Background: an optimization exercise with open tools, aiming at small area, a short achievable clock period and few clock cycles per item. Do not read the settings as production practice. Only simulation tests tie the RTL to the original design; equivalence was not proved. No activity file was given, so power comes from the tool's default toggle rates.

==> flow/design.v <==
module CompDiv(
	input [31:0] Divisor_input,
	input [31:0] Dividend_input,
	input run,
	input rst,
	input clk,
	output ready,
	output [31:0] Quotient_output,
	output [31:0] Remainder_output
	);
	reg al1, al2, it, done;
	wire idle = ~(al1 | al2 | it | done);
	reg [4:0] cnt;
	reg [31:0] R, Q, D;
	assign ready = done;
	assign Quotient_output = Q;
	assign Remainder_output = R;
	wire [31:0] diff;
	wire ge;
	SubSK sub(.a(R), .b(D), .d(diff), .nb(ge));
	wire [5:0] za, zb;
	Clz32 clza(.x(R), .z(za));
	Clz32 clzb(.x(D), .z(zb));
	wire [4:0] d = zb[4:0] - za[4:0];
	wire d0 = zb[4:0] == za[4:0];
	wire b0 = ~|D;
	wire [31:0] s0 = cnt[0] ? {D[30:0], 1'b0} : D;
	wire [31:0] s1 = cnt[1] ? {s0[29:0], 2'b0} : s0;
	wire [31:0] s2 = cnt[2] ? {s1[27:0], 4'b0} : s1;
	wire [31:0] s3 = cnt[3] ? {s2[23:0], 8'b0} : s2;
	wire [31:0] s4 = cnt[4] ? {s3[15:0], 16'b0} : s3;
	wire r_ld = idle;
	wire r_sub = it & ge;
	wire r_keep = ~(r_ld | r_sub);
	wire [31:0] R_next = ({32{r_ld}} & Dividend_input) | ({32{r_sub}} & diff) | ({32{r_keep}} & R);
	wire q_keep = ~(al1 | it);
	wire [31:0] Q_next = ({32{al1 & b0}}) | ({32{it}} & {Q[30:0], ge}) | ({32{q_keep}} & Q);
	always @(posedge clk or posedge rst) begin
		if (rst) begin
			al1 <= 1'b0;
			al2 <= 1'b0;
			it <= 1'b0;
			done <= 1'b0;
		end else begin
			al1 <= idle & run;
			al2 <= al1 & ge & ~b0 & ~d0;
			it <= (al1 & ge & ~b0 & d0) | al2 | (it & (cnt != 5'd0));
			done <= done | (al1 & (~ge | b0)) | (it & (cnt == 5'd0));
		end
	end
	always @(posedge clk) begin
		if (idle) D <= Divisor_input;
		else if (it) D <= {1'b0, D[31:1]};
		else D <= s4;
		if (idle) cnt <= 5'd0;
		else if (al1) cnt <= d;
		else if (it) cnt <= cnt - 5'd1;
		R <= R_next;
		Q <= Q_next;
	end
endmodule
module Clz32(input [31:0] x, output [5:0] z);
	wire [4:0] zh, zl;
	Clz16 h(.x(x[31:16]), .z(zh));
	Clz16 l(.x(x[15:0]), .z(zl));
	assign z = zh[4] ? (zl[4] ? 6'd32 : {2'b01, zl[3:0]}) : {2'b00, zh[3:0]};
endmodule
module Clz16(input [15:0] x, output [4:0] z);
	wire [3:0] zh, zl;
	Clz8 h(.x(x[15:8]), .z(zh));
	Clz8 l(.x(x[7:0]), .z(zl));
	assign z = zh[3] ? (zl[3] ? 5'd16 : {2'b01, zl[2:0]}) : {2'b00, zh[2:0]};
endmodule
module Clz8(input [7:0] x, output [3:0] z);
	wire [2:0] zh, zl;
	Clz4 h(.x(x[7:4]), .z(zh));
	Clz4 l(.x(x[3:0]), .z(zl));
	assign z = zh[2] ? (zl[2] ? 4'd8 : {2'b01, zl[1:0]}) : {2'b00, zh[1:0]};
endmodule
module Clz4(input [3:0] x, output [2:0] z);
	assign z[2] = ~|x;
	assign z[1] = ~|x[3:2] & |x[1:0];
	assign z[0] = (~x[3] & x[2]) | (~x[3] & ~x[2] & ~x[1] & x[0]);
endmodule
module SubSK(input [31:0] a, input [31:0] b, output [31:0] d, output nb);
	wire [31:0] p = ~(a ^ b);
	wire [31:0] g0 = a & ~b;
	wire [31:0] gi = {g0[31:1], g0[0] | p[0]};
	wire [31:0] g [0:5];
	wire [31:0] q [0:5];
	assign g[0] = gi;
	assign q[0] = p;
	genvar l, i;
	generate
		for (l = 0; l < 5; l = l + 1) begin : lv
			for (i = 0; i < 32; i = i + 1) begin : b
				if ((i >> l) & 1) begin : n
					assign g[l+1][i] = g[l][i] | (q[l][i] & g[l][((i >> l) << l) - 1]);
					assign q[l+1][i] = q[l][i] & q[l][((i >> l) << l) - 1];
				end else begin : t
					assign g[l+1][i] = g[l][i];
					assign q[l+1][i] = q[l][i];
				end
			end
		end
	endgenerate
	wire [31:0] c = {g[5][30:0], 1'b1};
	assign d = p ^ c;
	assign nb = g[5][31];
endmodule
==> flow/flow/run.sh <==
#!/bin/bash
# The standard layout (standard.sh, unchanged synthesis) with these optimisation knobs:
#  - port buffers are buf_1 cells (buffer_ports' own pick is a larger delay cell)
#  - optional: sizing may change a cell's footprint (FOOTPRINT=0)
# standard.sh's output goes to standard.log here; ORFS's own logs stay under orfs/logs.
export SETUP_SLACK_MARGIN=7.15
export BUFFER_PORTS_ARGS="-buffer_cell sky130_fd_sc_hd__buf_1"
bash standard.sh MATCH_CELL_FOOTPRINT=0 finish > standard.log 2>&1
==> flow/standard.sh <==
#!/bin/bash
# synth_recipe.tcl (not shown) runs the flow's synth.tcl, then flattens the netlist and writes it again
# the make line also repeats each setting of config.mk as NAME=value (left out here)
make -C /OpenROAD-flow-scripts/flow DESIGN_CONFIG=/design/flow/config.mk WORK_HOME=/design/flow/orfs CLKGATE_MAP_FILE= SYNTH_SCRIPT=/design/flow/synth_recipe.tcl "${@:-finish}"
==> flow/config.mk <==
export PLATFORM = sky130hd
export DESIGN_NAME = CompDiv
export DESIGN_NICKNAME = CompDiv
export VERILOG_FILES = /design/flow/design.v
export SDC_FILE = /design/flow/constraint.sdc
export NUM_CORES = 4
export LEC_CHECK = 0
export CAP_MARGIN = 20
export CORE_MARGIN = 2
export CORE_UTILIZATION = 60
export SLEW_MARGIN = 20
==> flow/constraint.sdc <==
create_clock -name core_clock -period 10.0 [get_ports {clk}]
set_input_delay 2.0000 -clock core_clock [delete_from_list [all_inputs] [get_ports {clk}]]
set_output_delay 2.0000 -clock core_clock [all_outputs]
set_load 0.01 [all_outputs]
==> qor.yml, run 1 <==
sta:
  setup-tns-final_ns: 0
  fmax_mhz: 339
  slew_violations: 0
  tightest_slew_ns: 0.740
  hold_viol: 0
  layout_worst_path_cycle_share: 0.295
  final.setup_skew_ns: 0.0119
  period_needed_ns: 2.95
  slew_headroom: 0.507
  setup_viol: 0
  rsz0062_at_grt: "yes"
final_layout:
  drive_gt1_frac: 0.341
  final_common_cell: "nor2_1"
  nets: 1189
  utilization: 0.825
  mostFrequentLayoutCells: "nor2_1 (99), buf_4 (88), nand2_1 (66), buf_1 (66), a21oi_1 (55)"
  layout.cells.non_filler: 1252
  n_antenna_cell: 0
  area_growth_pct: 32.9
clocking:
  numCtsBuffers: 9
  clockRootBuffer: "clkbuf_16"
  clock_latency_ns: 0.38
  clk_path_buf_depth: 2
  cts.clk_slew.worst_paths_ns: 0.09
  cts_max_level: 3
  cts_tree: "built"
  cts_num_sinks: 105
  ctsHoldBuffers: 0
setup_path:
  start_kind: "flip-flop"
  startpoint: "D[6]$_DFF_P_"
  r2r_end: "R[3]$_DFF_P_"
  critPathBufInv: 2
  crit_end: "R[3]$_DFF_P_"
  cp.arrival_ns: 3.20
  path_max_fanout: 9
  crit_family: "compound AO/OA/AOI/OAI gates"
  path_cells: "inv_1, ha_1, nand4_1, o22ai_2, o2111a_2, o211ai_1, a21o_2, buf_12, and2_4, a221o_1"
  cp-end-kind: "flip-flop"
  cp_num_cells: 10
  path_class: "flip-flop to flip-flop"
  required_ns: 10.25
  reg2reg_slack_ns: 7.05
  r2r-start: "D[6]$_DFF_P_"
  rr_worst_depth: 10
  cpMaxStageDelayCell: "dfxtp_4"
  max_stage_delay_ns: 0.44
routing:
  drt_iter0_drc: 1186
  via_per_inst: 6.94
  vias: 8683
  wire_per_inst_um: 23.1
  dr.pass1.iters: 8
  routed_wl_um: 29000
  drc: 0
  ant_nets: 0
floorplan:
  start_util: 0.621
  die_x_um: 116
  dieArea_um2: 13500
  coreArea_um2: 12200
  die_h_um: 116
  num_rows: 40
  io_pins: 132
pwr:
  p_leak_nw: 4.12
  power_density_nw_per_um2: 450
  p_seq_frac: 0.200
  clockPowerShare: 0.085
  p_sw_mw: 2.23
  p_comb_frac: 0.715
  swShare: 0.494
  power.total_mw: 4.51
  p_int_mw: 2.28
  peakVddDrop_uv: 328
logic_synthesis:
  avgSynthCellArea_um2: 8.44
  synth-seq-cells: 105
  async_flop_share: 0.0381
  syn_nets: 1005
  yosysUniqueCellTypes: 62
  synth_flop_cell: "dfxtp_1"
  syn_inst: 895
  synth-edff-count: 2
  syn_area_um2: 7550
  yosysWarnings: 2
  seq_area_frac_synth: 0.284
place:
  dp_hpwl_um: 16200
  place.gp.congestion: 0.930
  place_inst: 1146
  io_buffers: 131
global_route:
  grt_max_degree: 68
  grt_pass1_vias: 7603
  antenna_found_initial: 0
  grt_overflow: 0
  grt_usage: 0.371
  grt_pass1_wl_um: 39000
job:
  drv_cap: 0
worst_hold_path:
  holdCritPathClass: "flip-flop to flip-flop"
  hp-start: "Q[31]$_DFF_P_"
status:
  status: "timing/DRC/antenna clean"
per-stage QoR:
step | cell area (um2) | worst slack, ns | hold slack, ns
2_1_floorplan | 7550 | 7.28 | 0.460
3_3_place_gp | 8080 | 6.48 | 0.466
3_5_place_dp | 8080 | 6.33 | 0.473
4_1_cts | 9170 | 7.12 | 0.492
5_1_grt | 10000 | 6.95 | 0.492
6_report | 10000 | 7.05 | 0.490
registers in the layout, summed over array words and instances, names as in the netlist:
| name | flops |
|---|---|
| D | 32 |
| Q | 32 |
| R | 32 |
| al1 | 1 |
| al2 | 1 |
| cnt | 5 |
| done | 1 |
| it | 1 |
power groups by stage:
stage               Sequential, mW  Combinational [mW]  Clock [mW]
floorplan                    0.802                1.89           0
global placement             0.857                2.33           0
detailed placement           0.867                2.39           0
CTS                          0.856                2.72       0.374
global route                 0.917                3.44       0.395
finish                       0.904                3.23       0.382
cell type report:
type | instances | area (um2)
inverter | 57 | 218
timing repair buffer | 228 | 1670
tap | 168 | 210
fill | 707 | 2130
clock inverter | 5 | 48.8
clock buffer | 11 | 254
sequential | 105 | 2350
multi-input combinational | 678 | 5280
how the worst min path moves through the flow:
stage | endpoint | slack, ns | cells past startpoint
5_1_grt | Q[31]$_DFF_P_ | 0.49 | 1
3_5_place_dp | Q[31]$_DFF_P_ | 0.47 | 1
3_3_place_gp | Q[31]$_DFF_P_ | 0.47 | 1
2_1_floorplan | it$_DFF_PP0_ | 0.46 | 2
6_report | Q[31]$_DFF_P_ | 0.49 | 1
4_1_cts | Q[31]$_DFF_P_ | 0.49 | 1
cells by family (layout without fill, tap and decap cells):
family	after synthesis	in the layout	synth area share
compound gates	280	280	0.257
simple gates	248	251	0.148
buf+inv	115	301	0.0630
flops	105	105	0.284
mux	72	72	0.134
fa+ha+maj	43	43	0.0772
xor+xnor	32	32	0.0371
Yosys cell counts, types with 4 or more instances:
master | instances | area (um2)
a211oi_1 | 19 | 143
a21o_1 | 9 | 67.6
a21oi_1 | 62 | 310
a221o_1 | 50 | 500
a221oi_1 | 8 | 70.1
a22oi_1 | 10 | 75.1
a31o_2 | 4 | 35.0
a31oi_1 | 6 | 37.5
and2_1 | 5 | 31.3
and3_1 | 8 | 50.1
buf_1 | 5 | 18.8
buf_2 | 11 | 55.1
buf_4 | 4 | 30.0
clkbuf_1 | 36 | 135
dfrtp_1 | 4 | 100
dfxtp_1 | 99 | 1980
fa_1 | 6 | 120
ha_1 | 37 | 463
inv_1 | 55 | 206
mux2_2 | 13 | 146
mux2i_1 | 37 | 370
mux4_2 | 22 | 495
nand2_1 | 66 | 248
nand3_1 | 12 | 60.1
nand4_1 | 6 | 37.5
nor2_1 | 101 | 379
nor3_1 | 18 | 90.1
nor4_1 | 12 | 75.1
o211ai_1 | 9 | 67.6
o21ai_0 | 62 | 310
o21bai_1 | 7 | 52.6
o22ai_1 | 7 | 43.8
o31ai_1 | 4 | 30.0
or3_1 | 4 | 25.0
xnor2_1 | 19 | 166
xor2_1 | 13 | 114
worst register-to-register path, stage by stage, from the launching register on:
cell	delay, ns
dfxtp_4	0.44
inv_1	0.10
ha_1	0.39
nand4_1	0.26
o22ai_2	0.18
o2111a_2	0.30
o211ai_1	0.12
a21o_2	0.33
buf_12	0.17
and2_4	0.18
a221o_1	0.34
metal layers:
metal  GRT usage  wire [um]  share of wire  vias to the layer above
li1            -          -              -                     3724
met1       0.474      10400           0.36                     4106
met2       0.618      13800           0.48                      693
met3      0.0711       3070           0.11                      160
met4       0.158       1650          0.057                        0
met5           0          0              0                        -
what timing repair did:
action,CTS,global route
gates resized for setup,213,159
cloned,3,3
buffers inserted,48,35
endpoints found under the setup margin,102,99
pin swaps,9,22
Testbench counts, summed over its fixed seeds: cycles 19,444, items 2,400.
==> run 2: changes to the inputs <==
--- a/flow/flow/run.sh
+++ b/flow/flow/run.sh
@@ -4,5 +4,5 @@
 #  - optional: sizing may change a cell's footprint (FOOTPRINT=0)
 # standard.sh's output goes to standard.log here; ORFS's own logs stay under orfs/logs.
-export SETUP_SLACK_MARGIN=7.15
+export SETUP_SLACK_MARGIN=7
 export BUFFER_PORTS_ARGS="-buffer_cell sky130_fd_sc_hd__buf_1"
 bash standard.sh MATCH_CELL_FOOTPRINT=0 finish > standard.log 2>&1
--- a/flow/config.mk
+++ b/flow/config.mk
@@ -9,3 +9,5 @@
 export CORE_MARGIN = 2
 export CORE_UTILIZATION = 60
+export CTS_BUF_LIST = sky130_fd_sc_hd__clkbuf_8 sky130_fd_sc_hd__clkbuf_16
+export CTS_CLUSTER_SIZE = 40
 export SLEW_MARGIN = 20
==> qor.yml, run 2 <==
setup_path:
  cp.arrival_ns: 0.98  # -2.22 ns
  start_kind: "flip-flop"
  required_ns: 8.00  # -2.25 ns
  critPathBufInv: 1  # -1
  path_cells: "buf_1"
  cp_num_cells: 1  # -9
  rr_worst_depth: 13  # +3
  path_max_fanout: 6  # -3
  cp-end-kind: "output pin"
  max_stage_delay_ns: 0.44  # about the same
  crit_family: "flip-flops"
  cpMaxStageDelayCell: "dfxtp_1"
  path_class: "flip-flop to output pin"
final_layout:
  area_growth_pct: 14.8
  final_common_cell: "buf_1"
  nets: 1110  # -6.6%
  utilization: 0.713  # -0.112
  final_area_um2: 8670  # -14%
  mostFrequentLayoutCells: "buf_1 (131), nor2_1 (100), nand2_1 (66)"
  top_regs: "D: 32 flops, Q: 32 flops, R: 32 flops"
  n_antenna_cell: 0  # unchanged
  drive_gt1_frac: 0.141  # -0.200
logic_synthesis:
  yosysWarnings: 2  # unchanged
  syn_inst: 895  # unchanged
  synth-seq-cells: 105  # unchanged
  yosys-top-cells-count: "nor2_1 (101), dfxtp_1 (99), nand2_1 (66), a21oi_1 (62), o21ai_0 (62)"
  synth_area_leaders: "dfxtp_1 (26%), a221o_1 (6.6%), mux4_2 (6.6%)"
  synth.most_common_cell: "nor2_1"
  synth-edff-count: 2  # unchanged
  seq_area_frac_synth: 0.284  # unchanged
  yosysUniqueCellTypes: 62  # unchanged
  synth_top_cell_by_area: "dfxtp_1"
  synth_flop_cell: "dfxtp_1"
  async_flop_share: 0.0381  # unchanged
  syn_nets: 1005  # unchanged
  avgSynthCellArea_um2: 8.44  # unchanged
  yosys.area.top_type_share: 0.263  # unchanged
  syn_area_um2: 7550  # unchanged
sta:
  final.setup_skew_ns: 0.0132  # +0.00129 ns
  layout_worst_path_cycle_share: 0.298  # +0.00236
  hold_viol: 0  # unchanged
  period_needed_ns: 2.98  # +0.0236 ns
  slew_violations: 0  # unchanged
  final.setup.worst_slack_ns: 7.02  # -0.0236 ns
  slew_headroom: 0.508  # +0.000919
  fmax_mhz: 336  # -0.79%
  setup-tns-final_ns: 0  # unchanged
  rsz0062_at_grt: "yes"
  tightest_slew_ns: 0.736  # -0.00366 ns
  setup_viol: 0  # unchanged
clocking:
  cts_num_sinks: 105  # unchanged
  numCtsBuffers: 9  # unchanged
  clock_latency_ns: 0.37  # about the same
  cts_max_level: 3  # unchanged
  cts.clk_slew.worst_paths_ns: 0.07  # -0.02 ns
  cts_tree: "built"
  clockRootBuffer: "clkbuf_16"
  clk_path_buf_depth: 2  # unchanged
routing:
  routed_wl_um: 23500  # -19%
  wire_per_inst_um: 20.1  # -13%
  drc: 0  # unchanged
  ant_nets: 0  # unchanged
  drt_iter0_drc: 875  # -26%
  vias: 7719  # -11%
  dr.pass1.iters: 7  # -1
  via_per_inst: 6.58  # -5.1%
place:
  io_buffers: 131  # unchanged
  dp_hpwl_um: 16200  # unchanged
  place.gp.congestion: 0.930  # unchanged
  preCtsSetupSlack_ns: 6.33  # unchanged
  dpl-instance-area_um2: 8080  # unchanged
global_route:
  grt_max_degree: 68  # unchanged
  grt_overflow: 0  # unchanged
  grt_pass1_vias: 7020  # -7.7%
  antenna_found_initial: 0  # unchanged
  grt_pass1_wl_um: 35900  # -7.9%
  grt_usage: 0.342  # -0.0293
floorplan:
  die_h_um: 116  # unchanged
  start_util: 0.621  # unchanged
  num_rows: 40  # unchanged
  die_x_um: 116  # unchanged
  io_pins: 132  # unchanged
  dieArea_um2: 13500  # unchanged
  coreArea_um2: 12200  # unchanged
pwr:
  p_leak_nw: 3.37  # -18%
  power.total_mw: 3.87  # -14%
  power_density_nw_per_um2: 446  # -0.87%
  peakVddDrop_uv: 265  # -19%
worst_hold_path:
  hold_depth: 1  # unchanged
  holdCritPathClass: "flip-flop to flip-flop"
status:
  status: "timing/DRC/antenna clean"
job:
  drv_cap: 0  # unchanged
==> run 2: cell counts after synthesis <==
Identical to the previous run, type by type.
==> run 2: final cells by class <==
type	count	area [um2]
well taps	168	210
repair buffers	149	661
flip-flops and latches	105	2200
clock buffers	10	250
multi-input cells	678	5080
fillers	992	3490
inverters	57	214
clock inverters	6	52.6
==> run 2: metal layers <==
layer  GRT usage  vias up  share of wire
met5           0        -              0
met4       0.123        0          0.026
met1       0.458     3679           0.41
met3      0.0550       52          0.085
li1            -     3565              -
met2       0.563      423           0.48
==> run 2: report_power, final <==
part / internal (mW) / switching [mW] / total [mW]
Clock: 0.190 / 0.180 / 0.370
Combinational: 1.11 / 1.48 / 2.59
Sequential: 0.615 / 0.291 / 0.905
==> run 2: path summary, 6_finish.rpt <==
path,endpoint,from,slack [ns]
max in group asynchronous,it$_DFF_PP0_,rst,8.37
worst min register to register,Q[31]$_DFF_P_,Q[31]$_DFF_P_,0.49
worst max-delay path,Remainder_output[18],R[18]$_DFF_P_,7.02
min in group asynchronous,done$_DFF_PP0_,rst,1.48
worst min-delay path,Q[31]$_DFF_P_,Q[31]$_DFF_P_,0.49
worst max register to register,cnt[4]$_SDFFE_PP0P_,D[10]$_DFF_P_,7.07
==> run 2: kinds of logic (layout without fill, tap and decap cells) <==
kind of cell / count (synthesis) / after routing / share of synthesized area
compound gates: 280 / 280 / 0.257
simple gates: 248 / 251 / 0.148
buf+inv: 115 / 222 / 0.0630
flops: 105 / 105 / 0.284
mux: 72 / 72 / 0.134
fa+ha+maj: 43 / 43 / 0.0772
xor+xnor: 32 / 32 / 0.0371
==> run 2: what timing repair did <==
item	in CTS	in global routing
hold buffers	0	0
hold endpoints to repair	0	0
buffers inserted	1	5
cloned	1	3
pin swaps	2	10
gates resized for setup	20	54
setup endpoints to repair	41	53
==> run 2: through the flow <==
step	std cells	hold slack, ns
2_1_floorplan	895	0.460
3_3_place_gp	1146	0.466
3_5_place_dp	1146	0.473
4_1_cts	1164	0.491
5_1_grt	1173	0.503
6_report	1173	0.492
==> run 3: changes to the inputs <==
--- a/flow/config.mk
+++ b/flow/config.mk
@@ -9,5 +9,3 @@
 export CORE_MARGIN = 2
 export CORE_UTILIZATION = 60
-export CTS_BUF_LIST = sky130_fd_sc_hd__clkbuf_8 sky130_fd_sc_hd__clkbuf_16
-export CTS_CLUSTER_SIZE = 40
 export SLEW_MARGIN = 20
==> qor.yml, run 3 <==
status:
  status: "timing/DRC/antenna clean"
worst_hold_path:
  hp-start: "Q[31]$_DFF_P_"
  holdCritPathClass: "flip-flop to flip-flop"
  whs_endpoint: "Q[31]$_DFF_P_"
  hold_depth: 1  # unchanged
final_layout:
  area_growth_pct: 14.8  # unchanged
  nets: 1110  # unchanged
  utilization: 0.713  # unchanged
  mostFrequentLayoutCells: "buf_1 (131), nor2_1 (100), nand2_1 (66)"
  final_area_um2: 8670  # unchanged
  fillers: 992  # unchanged
  n_antenna_cell: 0  # unchanged
  top_regs: "D: 32 flops, Q: 32 flops, R: 32 flops"
  final_common_cell: "buf_1"
  drive_gt1_frac: 0.141  # unchanged
  layout.cells.non_filler: 1173  # unchanged
logic_synthesis:
  synth.most_common_cell: "nor2_1"
  yosysWarnings: 2  # unchanged
  yosys.area.top_type_share: 0.263  # unchanged
  synth-seq-cells: 105  # unchanged
  seq_area_frac_synth: 0.284  # unchanged
  synth_flop_cell: "dfxtp_1"
  avgSynthCellArea_um2: 8.44  # unchanged
  syn_nets: 1005  # unchanged
  syn_area_um2: 7550  # unchanged
  synth_top_cell_by_area: "dfxtp_1"
  synth_area_leaders: "dfxtp_1 (26%), a221o_1 (6.6%), mux4_2 (6.6%)"
  syn_inst: 895  # unchanged
  yosysUniqueCellTypes: 62  # unchanged
  synth-edff-count: 2  # unchanged
  yosys-top-cells-count: "nor2_1 (101), dfxtp_1 (99), nand2_1 (66), a21oi_1 (62), o21ai_0 (62)"
  async_flop_share: 0.0381  # unchanged
pwr:
  p_sw_mw: 1.95  # -0.21%
  clockPowerShare: 0.096  # about the same
  peakVddDrop_uv: 264  # -0.28%
  p_int_mw: 1.92  # about the same
  power_density_nw_per_um2: 446  # about the same
  p_seq_frac: 0.234  # about the same
  power.total_mw: 3.86  # about the same
  p_leak_nw: 3.36  # -0.12%
  p_comb_frac: 0.670  # about the same
  swShare: 0.504  # -0.000641
clocking:
  clk_path_buf_depth: 2  # unchanged
  cts_num_sinks: 105  # unchanged
  cts_tree: "built"
  clock_latency_ns: 0.37  # about the same
  numCtsBuffers: 9  # unchanged
  cts_max_level: 3  # unchanged
  cts.clk_slew.worst_paths_ns: 0.07  # about the same
  clockRootBuffer: "clkbuf_16"
place:
  dpl-instance-area_um2: 8080  # unchanged
  place_inst: 1146  # unchanged
  io_buffers: 131  # unchanged
  preCtsSetupSlack_ns: 6.33  # unchanged
  place.gp.congestion: 0.930  # unchanged
  dp_hpwl_um: 16200  # unchanged
setup_path:
  cp.arrival_ns: 0.98  # about the same
  critPathBufInv: 1  # unchanged
  r2r_end: "cnt[4]$_SDFFE_PP0P_"
  cpMaxStageDelayCell: "dfrtp_1"
  required_ns: 8.00  # about the same
  path_max_fanout: 4  # -2
  crit_family: "flip-flops"
  r2r-start: "R[15]$_DFF_P_"
  max_stage_delay_ns: 0.41  # -0.03 ns
  cp-end-kind: "output pin"
  start_kind: "flip-flop"
  rr_worst_depth: 13  # unchanged
  reg2reg_slack_ns: 7.07  # about the same
  path_class: "flip-flop to output pin"
  path_cells: "buf_1"
floorplan:
  io_pins: 132  # unchanged
  num_rows: 40  # unchanged
  die_h_um: 116  # unchanged
  die_x_um: 116  # unchanged
  coreArea_um2: 12200  # unchanged
  dieArea_um2: 13500  # unchanged
  start_util: 0.621  # unchanged
global_route:
  antenna_found_initial: 0  # unchanged
  grt_overflow: 0  # unchanged
  grt_pass1_wl_um: 35900  # unchanged
  grt_pass1_vias: 7020  # unchanged
  grt_usage: 0.342  # unchanged
  grt_max_degree: 68  # unchanged
sta:
  rsz0062_at_grt: "yes"
  period_needed_ns: 2.98  # +0.00458 ns
  fmax_mhz: 336  # -0.15%
  slew_violations: 0  # unchanged
  setup-tns-final_ns: 0  # unchanged
  holdWs_ns: 0.490  # -0.00222 ns
  tightest_slew_ns: 0.715  # -0.0212 ns
  setup_viol: 0  # unchanged
  final.setup_skew_ns: 0.0134  # +0.000232 ns
  final.setup.worst_slack_ns: 7.02  # -0.00458 ns
  hold_viol: 0  # unchanged
  slew_headroom: 0.523  # +0.0157
  layout_worst_path_cycle_share: 0.298  # +0.000458
routing:
  via_per_inst: 6.58  # about the same
  drt_iter0_drc: 875  # unchanged
  dr.pass1.iters: 5  # -2
  vias: 7714  # -0.065%
  routed_wl_um: 23500  # -0.28%
  drc: 0  # unchanged
  ant_nets: 0  # unchanged
  wire_per_inst_um: 20.0  # -0.28%
job:
  drv_cap: 0  # unchanged
-- run 3: cell types whose count changed in the layout (fill, tap and decap cells not counted) --
cell      previous run  this run
clkbuf_1             0         1
inv_1               56        55
-- run 3: cell type report --
class | count | area [um2] | area share
inverter | 57 | 214 | 0.0247
clock buffer | 11 | 254 | 0.0293
timing repair buffer | 149 | 661 | 0.0762
tap | 168 | 210 | 0.0242
multi-input combinational | 678 | 5080 | 0.586
sequential | 105 | 2200 | 0.254
clock inverter | 5 | 48.8 | 0.00563
-- run 3: metal layers --
| layer | GRT usage | vias up | routed length [um] |
|---|---|---|---|
| li1 | - | 3567 | - |
| met1 | 0.458 | 3694 | 9830 |
| met2 | 0.563 | 403 | 11200 |
| met3 | 0.0550 | 50 | 1840 |
| met4 | 0.123 | 0 | 595 |
| met5 | 0 | - | 0 |
-- run 3: cell families (layout without fill, tap and decap cells) --
kind of cell    after synthesis  after routing  share of synthesized area
mux                          72             72                      0.134
buf+inv                     115            222                     0.0630
flops                       105            105                      0.284
fa+ha+maj                    43             43                     0.0772
xor+xnor                     32             32                     0.0371
simple gates                248            251                      0.148
compound gates              280            280                      0.257
-- run 3: worst max path at each step --
stage                     slack (ns)                    to  cells past startpoint            from
final                           7.02                 ready                      1  done$_DFF_PP0_
after global routing            6.96         R[15]$_DFF_P_                     12    R[0]$_DFF_P_
after CTS                       6.99  Remainder_output[14]                      1   R[14]$_DFF_P_
after detailed placement        6.33         R[30]$_DFF_P_                     12    D[0]$_DFF_P_
after global placement          6.48         R[20]$_DFF_P_                     11    D[0]$_DFF_P_
after floorplan                 7.28   cnt[4]$_SDFFE_PP0P_                     13   R[13]$_DFF_P_
-- run 3: power by group through the flow --
| stage | logic, mW | registers, mW | clock network [mW] |
|---|---|---|---|
| final | 2.59 | 0.905 | 0.371 |
| after detailed placement | 2.39 | 0.867 | 0 |
| after global placement | 2.33 | 0.857 | 0 |
| after floorplan | 1.89 | 0.802 | 0 |
| after CTS | 2.45 | 0.867 | 0.374 |
| after global routing | 2.83 | 0.926 | 0.392 |
-- run 3: timing repair --
| action | 4_1_cts | 5_1_grt |
|---|---|---|
| cloned | 1 | 3 |
| pin swaps | 2 | 10 |
| endpoints found under the setup margin | 41 | 53 |
| resized for setup | 20 | 54 |
| hold buffers | 0 | 0 |
| buffers inserted | 1 | 5 |
==> run 4: changes to the inputs <==
--- a/flow/config.mk
+++ b/flow/config.mk
@@ -8,4 +8,4 @@
 export CAP_MARGIN = 20
 export CORE_MARGIN = 2
-export CORE_UTILIZATION = 60
+export CORE_UTILIZATION = 65
 export SLEW_MARGIN = 20
==> qor.yml, run 4 <==
final_layout:
  multi_input_area_um2: 5070  # -0.27%
  utilization: 0.758  # +0.0456
  top_regs: "D: 32 flops, Q: 32 flops, R: 32 flops"
  n_antenna_cell: 0  # unchanged
  final_area_um2: 8620  # -0.53%
  seqCellArea_um2: 2200  # unchanged
  fillers: 876  # -12%
  area_growth_pct: 14.2
  mostFrequentLayoutCells: "buf_1 (130), nor2_1 (100), nand2_1 (66)"
  final_common_cell: "buf_1"
  nets: 1107  # -0.27%
  drive_gt1_frac: 0.138  # -0.00357
logic_synthesis:
  syn_nets: 1005  # unchanged
  syn_area_um2: 7550  # unchanged
  synth_area_leaders: "dfxtp_1 (26%), a221o_1 (6.6%), mux4_2 (6.6%)"
  synth-edff-count: 2  # unchanged
  synth-seq-cells: 105  # unchanged
  synth.most_common_cell: "nor2_1"
  yosys-top-cells-count: "nor2_1 (101), dfxtp_1 (99), nand2_1 (66), a21oi_1 (62), o21ai_0 (62)"
  syn_inst: 895  # unchanged
  yosys.area.top_type_share: 0.263  # unchanged
  avgSynthCellArea_um2: 8.44  # unchanged
  yosysWarnings: 2  # unchanged
  synth_top_cell_by_area: "dfxtp_1"
  seq_area_frac_synth: 0.284  # unchanged
  yosysUniqueCellTypes: 62  # unchanged
  synth_flop_cell: "dfxtp_1"
  async_flop_share: 0.0381  # unchanged
routing:
  drc: 0  # unchanged
  vias: 7820  # +1.4%
  dr.pass1.iters: 5  # unchanged
  via_per_inst: 6.83  # +3.9%
  wire_per_inst_um: 20.4  # +2.1%
  routed_wl_um: 23400  # -0.38%
  ant_nets: 0  # unchanged
  drt_iter0_drc: 929  # +6.2%
setup_path:
  path_class: "flip-flop to output pin"
  cpMaxStageDelayCell: "dfxtp_1"
  cp.arrival_ns: 0.99  # about the same
  cp-end-kind: "output pin"
  cp_num_cells: 1  # unchanged
  start_kind: "flip-flop"
  path_max_fanout: 6  # +2
  path_cells: "buf_1"
  max_stage_delay_ns: 0.44  # +0.03 ns
  crit_family: "flip-flops"
  startpoint: "R[19]$_DFF_P_"
  rr_worst_depth: 10  # -3
  required_ns: 8.00  # about the same
  r2r-start: "D[8]$_DFF_P_"
  critPathBufInv: 1  # unchanged
floorplan:
  start_util: 0.664  # +0.0432
  die_x_um: 112  # -3.8%
  dieArea_um2: 12500  # -7.4%
  coreArea_um2: 11400  # -6.5%
  num_rows: 39  # -2.5%
  io_pins: 132  # unchanged
  die_h_um: 112  # -3.8%
global_route:
  grt_usage: 0.354  # +0.0122
  antenna_found_initial: 0  # unchanged
  grt_max_degree: 68  # unchanged
  grt_pass1_wl_um: 35900  # about the same
  grt_pass1_vias: 7168  # +2.1%
  grt_overflow: 0  # unchanged
place:
  io_buffers: 131  # unchanged
  dp_hpwl_um: 15700  # -2.9%
  place.gp.congestion: 0.987  # +6.2%
  dpl-instance-area_um2: 8050  # -0.39%
clocking:
  ctsHoldBuffers: 0  # unchanged
  cts_max_level: 3  # unchanged
  clock_latency_ns: 0.38  # about the same
  cts.clk_slew.worst_paths_ns: 0.08  # about the same
  clk_path_buf_depth: 2  # unchanged
  cts_tree: "built"
  cts_num_sinks: 105  # unchanged
  numCtsBuffers: 9  # unchanged
  clockRootBuffer: "clkbuf_16"
sta:
  rsz0062_at_grt: "yes"
  setup_viol: 0  # unchanged
  final.setup_skew_ns: 0.0111  # -0.00234 ns
  setup-tns-final_ns: 0  # unchanged
  slew_headroom: 0.504  # -0.0197
  period_needed_ns: 2.99  # +0.00516 ns
  hold_viol: 0  # unchanged
  layout_worst_path_cycle_share: 0.299  # +0.000516
  holdWs_ns: 0.520  # +0.0302 ns
  tightest_slew_ns: 0.742  # +0.0273 ns
  slew_violations: 0  # unchanged
  fmax_mhz: 335  # -0.17%
job:
  drv_cap: 0  # unchanged
pwr:
  clockPowerShare: 0.097  # about the same
  swShare: 0.507  # +0.00279
  p_leak_nw: 3.36  # -0.17%
  p_sw_mw: 1.95  # +0.35%
  p_seq_frac: 0.236  # +0.002
  p_comb_frac: 0.668  # -0.002
  p_int_mw: 1.90  # -0.76%
  peakVddDrop_uv: 275  # +3.9%
  power.total_mw: 3.86  # -0.20%
  power_density_nw_per_um2: 447  # +0.34%
worst_hold_path:
  holdCritPathClass: "flip-flop to flip-flop"
  hp-start: "R[18]$_DFF_P_"
  hold_depth: 2  # +1
status:
  status: "timing/DRC/antenna clean"
run 4: layout make-up:
class,instances,share of cell area
Tap cell,143,0.0207
Sequential cell,105,0.255
Multi-Input combinational cell,678,0.588
Timing Repair Buffer,146,0.0766
Clock buffer,9,0.0261
Clock inverter,7,0.00885
Inverter,57,0.0248
run 4: stage by stage:
| stage | setup WS [ns] | std cells |
|---|---|---|
| 2_1_floorplan | 7.28 | 895 |
| 3_3_place_gp | 6.50 | 1121 |
| 3_5_place_dp | 6.29 | 1121 |
| 4_1_cts | 6.99 | 1139 |
| 5_1_grt | 6.88 | 1145 |
| 6_report | 7.01 | 1145 |
run 4: path summary, 6_finish.rpt:
path | endpoint | slack, ns
min | R[18]$_DFF_P_ | 0.52
max | Remainder_output[19] | 7.01
max in group asynchronous | it$_DFF_PP0_ | 8.37
min reg2reg | R[18]$_DFF_P_ | 0.52
min in group asynchronous | al1$_DFF_PP0_ | 1.47
max reg2reg | R[9]$_DFF_P_ | 7.03
run 4: power by group through the flow:
stage	logic, mW	clock network (mW)	registers [mW]
floorplan	1.89	0	0.802
global placement	2.31	0	0.854
detailed placement	2.38	0	0.862
CTS	2.43	0.373	0.865
global route	2.81	0.385	0.930
finish	2.57	0.373	0.909
run 4: per-layer routing:
metal  global-route usage  vias to the layer above  wire length [um]
met5                    0                        -                 0
met1                0.464                     3701              9110
met4                0.168                        0              1050
met3               0.0768                       85              2250
met2                0.559                      485             11000
li1                     -                     3549                 -
run 4: worst min-delay path, cell delays in order, from the launching register on:
cell and delay, ns:
dfxtp_2 0.36, nand2_1 0.07, nand3_1 0.06
run 4: kinds of logic after synthesis:
family / synth area share
flops: 0.284
simple gates: 0.148
mux: 0.134
buf+inv: 0.0630
xor+xnor: 0.0371
fa+ha+maj: 0.0772
compound gates: 0.257
run 4: what timing repair did:
action                                 4_1_cts  5_1_grt
pin swaps                                    2       12
endpoints found under the hold margin        0        0
setup endpoints to repair                   42       56
setup buffers                                1        1
resized for setup                           20       52
gates cloned                                 1        4
==> run 5: changes to the inputs <==
==> flow/flow/run.sh (replaced) <==
#!/bin/bash
# The standard layout (standard.sh, unchanged synthesis) with these optimisation knobs:
#  - port buffers are buf_1 cells (buffer_ports' own pick is a larger delay cell)
#  - sizing may change a cell's footprint
#  - after global routing, gates on the least critical 30% of paths are sized down (RECOVER_POWER)
# standard.sh's output goes to standard.log here; ORFS's own logs stay under orfs/logs.
export SETUP_SLACK_MARGIN=7
export RECOVER_POWER=30
export BUFFER_PORTS_ARGS="-buffer_cell sky130_fd_sc_hd__buf_1"
bash standard.sh MATCH_CELL_FOOTPRINT=0 finish > standard.log 2>&1
--- a/flow/config.mk
+++ b/flow/config.mk
@@ -8,4 +8,4 @@
 export CAP_MARGIN = 20
 export CORE_MARGIN = 2
-export CORE_UTILIZATION = 65
+export CORE_UTILIZATION = 60
 export SLEW_MARGIN = 20
==> qor.yml, run 5 <==
sta:
  slew_violations: 166  # +166
  final.setup_skew_ns: 0.0115  # +0.000436 ns
  holdWs_ns: 0.492  # -0.0284 ns
  setup-tns-final_ns: 0  # unchanged
  hold_viol: 0  # unchanged
  layout_worst_path_cycle_share: 0.494  # +0.195
  setup_viol: 0  # unchanged
  slew_headroom: -0.995  # -1.50
  rsz0062_at_grt: "yes"
  tightest_slew_ns: 2.99  # +2.25 ns
  final.setup.worst_slack_ns: 5.06  # -1.95 ns
  fmax_mhz: 202  # -40%
  period_needed_ns: 4.94  # +1.95 ns
setup_path:
  path_cells: "clkbuf_1, nor4_1, clkbuf_1, nor2_1, a22o_1"
  path_max_fanout: 67  # +61
  critPathBufInv: 2  # +1
  required_ns: 10.12  # +2.12 ns
  cpMaxStageDelayCell: "clkbuf_1"
  max_stage_delay_ns: 1.88  # +1.44 ns
  cp_common_cell: "clkbuf_1"
  start_kind: "flip-flop"
  cp-end-kind: "flip-flop"
  crit_family: "buffers and inverters"
  cp.arrival_ns: 5.06  # +4.07 ns
  path_class: "flip-flop to flip-flop"
global_route:
  antenna_found_initial: 0  # unchanged
  grt_overflow: 0  # unchanged
  use_met2: 0.563  # +0.00338
  grt_pass1_vias: 7020  # -2.1%
  top_usage_layer: "met2"
  grt_pass1_wl_um: 35900  # about the same
  grt_use_met1: 0.458  # -0.00588
  grt_max_degree: 68  # unchanged
  met3_usage: 0.0550  # -0.0217
  grt_usage: 0.342  # -0.0122
logic_synthesis:
  synth_area_leaders: "dfxtp_1 (26%), a221o_1 (6.6%), mux4_2 (6.6%)"
  avgSynthCellArea_um2: 8.44  # unchanged
  synth-seq-cells: 105  # unchanged
  syn_inst: 895  # unchanged
  yosys-top-cells-count: "nor2_1 (101), dfxtp_1 (99), nand2_1 (66), a21oi_1 (62), o21ai_0 (62)"
  synth-edff-count: 2  # unchanged
  synth.most_common_cell: "nor2_1"
  synth_flop_cell: "dfxtp_1"
  yosysUniqueCellTypes: 62  # unchanged
  synth_top_cell_by_area: "dfxtp_1"
  syn_nets: 1005  # unchanged
  seq_area_frac_synth: 0.284  # unchanged
  yosys.area.top_type_share: 0.263  # unchanged
  yosysWarnings: 2  # unchanged
  async_flop_share: 0.0381  # unchanged
  syn_area_um2: 7550  # unchanged
floorplan:
  dieArea_um2: 13500  # +8.0%
  io_pins: 132  # unchanged
  die_h_um: 116  # +3.9%
  start_util: 0.621  # -0.0432
  die_x_um: 116  # +3.9%
  coreArea_um2: 12200  # +7.0%
  num_rows: 40  # +2.6%
pwr:
  power_density_nw_per_um2: 446  # -0.22%
  power.total_mw: 3.86  # about the same
  peakVddDrop_uv: 263  # -4.1%
  p_leak_nw: 3.35  # -0.29%
final_layout:
  mostFrequentLayoutCells: "buf_1 (131), nor2_1 (101), nand2_1 (66)"
  n_antenna_cell: 0  # unchanged
  drive_gt1_frac: 0.135  # -0.00240
  area_growth_pct: 14.5
  final_area_um2: 8640  # +0.25%
  top_regs: "D: 32 flops, Q: 32 flops, R: 32 flops"
  nets: 1110  # +0.27%
  final_common_cell: "buf_1"
  layout.cells.non_filler: 1173  # +2.4%
  fillers: 1001  # +14%
  utilization: 0.711  # -0.0476
place:
  place_inst: 1146  # +2.2%
  io_buffers: 131  # unchanged
  dpl-instance-area_um2: 8080  # +0.39%
  preCtsSetupSlack_ns: 6.33  # +0.0339 ns
  place.gp.congestion: 0.930  # -5.8%
  dp_hpwl_um: 16200  # +3.0%
routing:
  wire_per_inst_um: 19.9  # -2.5%
  ant_nets: 0  # unchanged
  drc: 0  # unchanged
  via_per_inst: 6.61  # -3.2%
  vias: 7752  # -0.87%
  dr.pass1.iters: 5  # unchanged
  routed_wl_um: 23400  # -0.11%
  drt_iter0_drc: 860  # -7.4%
clocking:
  clk_path_buf_depth: 2  # unchanged
  cts_max_level: 3  # unchanged
  cts.clk_slew.worst_paths_ns: 0.07  # about the same
  numCtsBuffers: 9  # unchanged
  cts_tree: "built"
  clockRootBuffer: "clkbuf_16"
  cts_num_sinks: 105  # unchanged
  clock_latency_ns: 0.37  # about the same
status:
  failed_checks: "max-capacitance violations, max-slew violations"
  status: "finished with violations"
job:
  drv_cap: 3  # +3
worst_hold_path:
  holdCritPathClass: "flip-flop to flip-flop"
run 5: power breakdown:
group | switching, mW | total [mW] | internal (mW)
Sequential | 0.288 | 0.903 | 0.615
Clock | 0.180 | 0.370 | 0.191
Combinational | 1.47 | 2.58 | 1.11
Total | 1.94 | 3.86 | 1.92
run 5: final timing paths:
| path | from | end | slack, ns | cells after the start |
|---|---|---|---|---|
| max | it$_DFF_PP0_ | D[31]$_DFFE_PP_ | 5.06 | 5 |
| max in group asynchronous | rst | it$_DFF_PP0_ | 8.37 | 2 |
| min reg2reg | Q[31]$_DFF_P_ | Q[31]$_DFF_P_ | 0.49 | 1 |
| max reg2reg | it$_DFF_PP0_ | D[31]$_DFFE_PP_ | 5.06 | 5 |
| min in group asynchronous | rst | al2$_DFF_PP0_ | 1.48 | 2 |
| min | Q[31]$_DFF_P_ | Q[31]$_DFF_P_ | 0.49 | 1 |
run 5: repair_timing:
item,CTS,global route
pin swaps,2,10
resized for setup,20,54
endpoints found under the hold margin,0,0
setup buffers,1,5
setup endpoints to repair,41,53
hold buffers,0,0
gates cloned,1,3
run 5: logic make-up after synthesis:
group,after synthesis,synth area share
mux,72,0.134
buf+inv,115,0.0630
xor+xnor,32,0.0371
simple gates,248,0.148
fa+ha+maj,43,0.0772
flops,105,0.284
compound gates,280,0.257
run 5: cell type report:
class	instances	area (um2)	share of cell area
clock buffers	11	254	0.0294
clock inverters	5	48.8	0.00564
inverters	57	214	0.0248
multi-input cells	678	5070	0.586
flip-flops and latches	105	2200	0.254
well taps	168	210	0.0243
repair buffers	149	649	0.0751
run 5: worst register-to-register path, stage by stage (launching register included):
cell      delay (ns)
dfrtp_2         0.40
clkbuf_1        1.09
nor4_1          0.74
clkbuf_1        1.88
nor2_1          0.25
a22o_1          0.32
run 5: layer usage:
metal,vias up,part of all wire
li1,3567,-
met1,3687,0.41
met2,430,0.47
met3,68,0.085
met4,0,0.032
met5,-,0

-- static timing again, ports no longer ideal --
The flow's constraints put no driver on any port. The routed layouts listed below were extracted and timed again, unchanged, in two steps.
Step 1 sets driving cells, clkbuf_16 on the clock port and buf_2 on the other inputs (assumed; they add their load-dependent delay and slew).
Step 2, shift: input delay + t, output delay - t, t = (earliest + latest rising clock arrival at the registers) / 2. This alone moves slack from input paths to output paths.
Slacks: ideal ports / drivers / drivers and shift; pairs: ideal ports / drivers.
run	t (ns)	slack for setup (ns)	worst hold slack (ns)	clock arrival spread, ns
run 1	0.415	7.048 / 7.048 / 7.048	0.490 / 0.490 / 0.490	0.012 / 0.012
run 2	0.408	7.025 / 6.983 / 7.068	0.492 / 0.492 / 0.492	0.013 / 0.013
run 3	0.409	7.020 / 6.979 / 7.068	0.490 / 0.490 / 0.490	0.013 / 0.014
run 4	0.418	7.015 / 6.971 / 7.029	0.520 / 0.520 / 0.520	0.011 / 0.011
run 5	0.407	5.061 / 5.061 / 5.061	0.492 / 0.492 / 0.492	0.012 / 0.012
